What follows belongs to an exercise in optimizing a design on an open flow for small area, a short achievable clock period and few clock cycles per item; a production flow would make more cautious choices. The RTL was checked by simulation tests, not by an equivalence proof against the original design. Power is estimated from default activity; no workload was simulated.

## job 101
==> flow/design.v (excerpt) <==
module viterbi_decoder(clk, rst, en, data, data_out, done_flag);
Size in the first run: ~680 cells after synthesis, about 3500 um2 of cells after synthesis.
==> flow/config.mk <==
export PLATFORM = sky130hd
export DESIGN_NAME = viterbi_decoder
export DESIGN_NICKNAME = viterbi_decoder
export VERILOG_FILES = /design/flow/design.v
export SDC_FILE = /design/flow/constraint.sdc
export NUM_CORES = 4
export LEC_CHECK = 0
export ABC_AREA = 1
export CAP_MARGIN = 20
export CORE_MARGIN = 2
export CORE_UTILIZATION = 40
export SETUP_SLACK_MARGIN = 0.8
export SLEW_MARGIN = 20
==> flow/constraint.sdc <==
create_clock -name core_clock -period 5.0 [get_ports {clk}]
set_input_delay 1.0000 -clock core_clock [delete_from_list [all_inputs] [get_ports {clk}]]
set_output_delay 1.0000 -clock core_clock [all_outputs]
set_load 0.01 [all_outputs]
standard.sh (not shown) runs the stock make flow with config.mk's settings and CLKGATE_MAP_FILE= SYNTH_SCRIPT=/design/flow/synth_recipe.tcl, a recipe that flattens the netlist after the stock synthesis.
==> flow/flow/run.sh <==
#!/bin/bash
# The standard layout (the standard.sh, on the standard synthesis script) with two
# changes:
#  - ADDER_MAP_FILE is empty, so Yosys does not extract half/full adders into
#    sky130 ha/fa cells before ABC; ABC maps that logic with the rest.
#  - the port buffers inserted before global placement are sky130_fd_sc_hd__buf_2
#    instead of the resizer's default pick (a clkdlybuf4s50 delay cell).
# Registers and their names are those of the standard synthesis.
set -euo pipefail
export BUFFER_PORTS_ARGS="-buffer_cell sky130_fd_sc_hd__buf_2"
bash standard.sh ADDER_MAP_FILE= finish > standard.log 2>&1
Testbench counts of job 101, summed over its fixed seeds: cycles 1,280, blocks 1,280.
Inputs modified between job 101 and job 102:
==> flow/flow/run.sh <==
#!/bin/bash
# The standard layout (the standard.sh, unchanged synthesis), except that the
# port buffers inserted before global placement are sky130_fd_sc_hd__buf_2
# instead of the resizer's default pick (a clkdlybuf4s50 delay cell).
set -euo pipefail
export BUFFER_PORTS_ARGS="-buffer_cell sky130_fd_sc_hd__buf_2"
bash standard.sh finish > standard.log 2>&1
diff --git a/flow/config.mk b/flow/config.mk
--- a/flow/config.mk
+++ b/flow/config.mk
@@ -9,5 +9,4 @@
 export CAP_MARGIN = 20
 export CORE_MARGIN = 2
-export CORE_UTILIZATION = 40
-export SETUP_SLACK_MARGIN = 0.8
+export CORE_UTILIZATION = 65
 export SLEW_MARGIN = 20
## What came out
- Diff job 101 -> job 102: leakage power total now sits at about the same level; count of plain and timing-repair buffers now sits lower; combined global-route utilization of all metal layers now sits higher; minimum setup slack in the final design now sits lower; placed cell area now sits higher.
- Post-synthesis xor/xnor area fraction, job 102 and job 101: higher on job 102
- From job 101 to job 102 the numbers moved as follows: design area now smaller, proportion of layout cells with a drive suffix above 1 now smaller, total stage count of the critical path now larger.
Input-level comparison between job 103 and job 102:
diff --git a/flow/config.mk b/flow/config.mk
--- a/flow/config.mk
+++ b/flow/config.mk
@@ -9,4 +9,4 @@
 export CAP_MARGIN = 20
 export CORE_MARGIN = 2
-export CORE_UTILIZATION = 65
+export CORE_UTILIZATION = 40
 export SLEW_MARGIN = 20
==> summary.txt <==
- Taking job 102 as the reference, in job 103 delay contributed by the slowest stage of the critical path grew by 0.02 ns, clock network fraction of total power picked up an extra 0.3 points, die area moved up, total number of vias now smaller.
- The final cell count in job 102 is 0.931 times that in job 103.
- All-layer global routing usage ended up 12 points lower on job 103 than on job 102.
Changes in job 104 relative to job 103:
diff --git a/flow/config.mk b/flow/config.mk
--- a/flow/config.mk
+++ b/flow/config.mk
@@ -10,3 +10,4 @@
 export CORE_MARGIN = 2
 export CORE_UTILIZATION = 40
+export SETUP_SLACK_MARGIN = 1.0
 export SLEW_MARGIN = 20
[summary]
Looking at part of the total power dissipated in combinational logic, job 104 sits 5.2 points higher than job 103 does.
Higher wire length among job 104 and job 103: job 104
Against job 103 as the reference, job 104 delivers a higher power density over the cells.
Comparing job 104 against job 103, there is no change at all in total global routing overflow.
Comparing job 104 and job 103, the higher setup slack was measured on job 104.
Job 104: power is 410 uW higher than what job 103 reported.
In job 104, the clock period minus final worst setup slack came out 0.37 ns below the value in job 103.
[inputs] job 105 vs job 104
==> flow/flow/run.sh <==
#!/bin/bash
# The standard layout (the standard.sh, on the standard synthesis script) with two
# changes:
#  - ADDER_MAP_FILE is empty, so Yosys does not extract half/full adders into
#    sky130 ha/fa cells before ABC; ABC maps that logic with the rest.
#  - the port buffers inserted before global placement are sky130_fd_sc_hd__buf_2
#    instead of the resizer's default pick (a clkdlybuf4s50 delay cell).
# Registers and their names are those of the standard synthesis.
set -euo pipefail
export BUFFER_PORTS_ARGS="-buffer_cell sky130_fd_sc_hd__buf_2"
bash standard.sh ADDER_MAP_FILE= finish > standard.log 2>&1
diff --git a/flow/config.mk b/flow/config.mk
--- a/flow/config.mk
+++ b/flow/config.mk
@@ -10,4 +10,4 @@
 export CORE_MARGIN = 2
 export CORE_UTILIZATION = 40
-export SETUP_SLACK_MARGIN = 1.0
+export SETUP_SLACK_MARGIN = 0.5
 export SLEW_MARGIN = 20
==> summary.txt <==
- Multi-input gate area in the final layout: job 105 vs job 104 down about 18%
- Simple-gate share of the synthesized area in job 105 is 12 points higher than in job 104
- Note that the initial DRC count recorded for job 104 amounts to 1.17 times the value seen in job 105.
- Measured against job 104, the synthesized area per cell of job 105 comes out at 0.909 times the reference value.
- Looking at total routing usage reported by global routing, job 105 sits 2.0 points higher than job 104 does.
- Between job 105 and job 104, it is job 105 whose power after layout is lower, by 29%.
- Comparing job 104 and job 105, minimum setup slack in the final design is lower on job 105.
- Per the final summary, job 105 finished and its layout is clean on timing, DRC and antenna.
- For the final hold slack, job 105 came in 0.0049 ns higher than job 104 did.
- Cells: job 105 has fewer instances than job 104
- | synthesized cell count | job 105 vs job 104 | 0.89% higher |
- Job 105 ended with more shortest clock period the worst path allows after layout than job 104.

re-timing with driven ports:
Ports are ideal in the flow. The routed layouts listed here were re-timed in OpenROAD.
Step 1, drivers: a clkbuf_16 drives clk and a buf_2 each remaining input, both assumed.
Step 2 adds t to the input delays and takes it off the output delays; t is the mean of the earliest and latest rising clock arrival at the registers after step 1. Input paths then give back, and output paths get back, about the clock's delay inside the block.
a / b / c = ideal / step 1 / step 2; a / b = the first two.
| run | shift t [ns] | setup WS [ns] | worst hold slack (ns) | latest minus earliest clock arrival (ns) | slew at the worst register clock pin (ns) |
|---|---|---|---|---|---|
| job 101 | 0.289 | 0.790 / 0.764 / 0.965 | 0.544 / 0.538 / 0.827 | 0.006 / 0.005 | 0.09 / 0.09 |
| job 102 | 0.285 | 0.483 / 0.459 / 0.744 | 0.545 / 0.540 / 0.825 | 0.012 / 0.012 | 0.09 / 0.09 |
| job 103 | 0.293 | 0.524 / 0.495 / 0.789 | 0.540 / 0.533 / 0.826 | 0.013 / 0.013 | 0.09 / 0.09 |
| job 104 | 0.296 | 0.895 / 0.866 / 1.012 | 0.539 / 0.531 / 0.827 | 0.013 / 0.012 | 0.09 / 0.09 |
| job 105 | 0.291 | 0.706 / 0.680 / 0.962 | 0.544 / 0.538 / 0.829 | 0.004 / 0.004 | 0.09 / 0.09 |
After both steps every run listed still meets setup and hold.
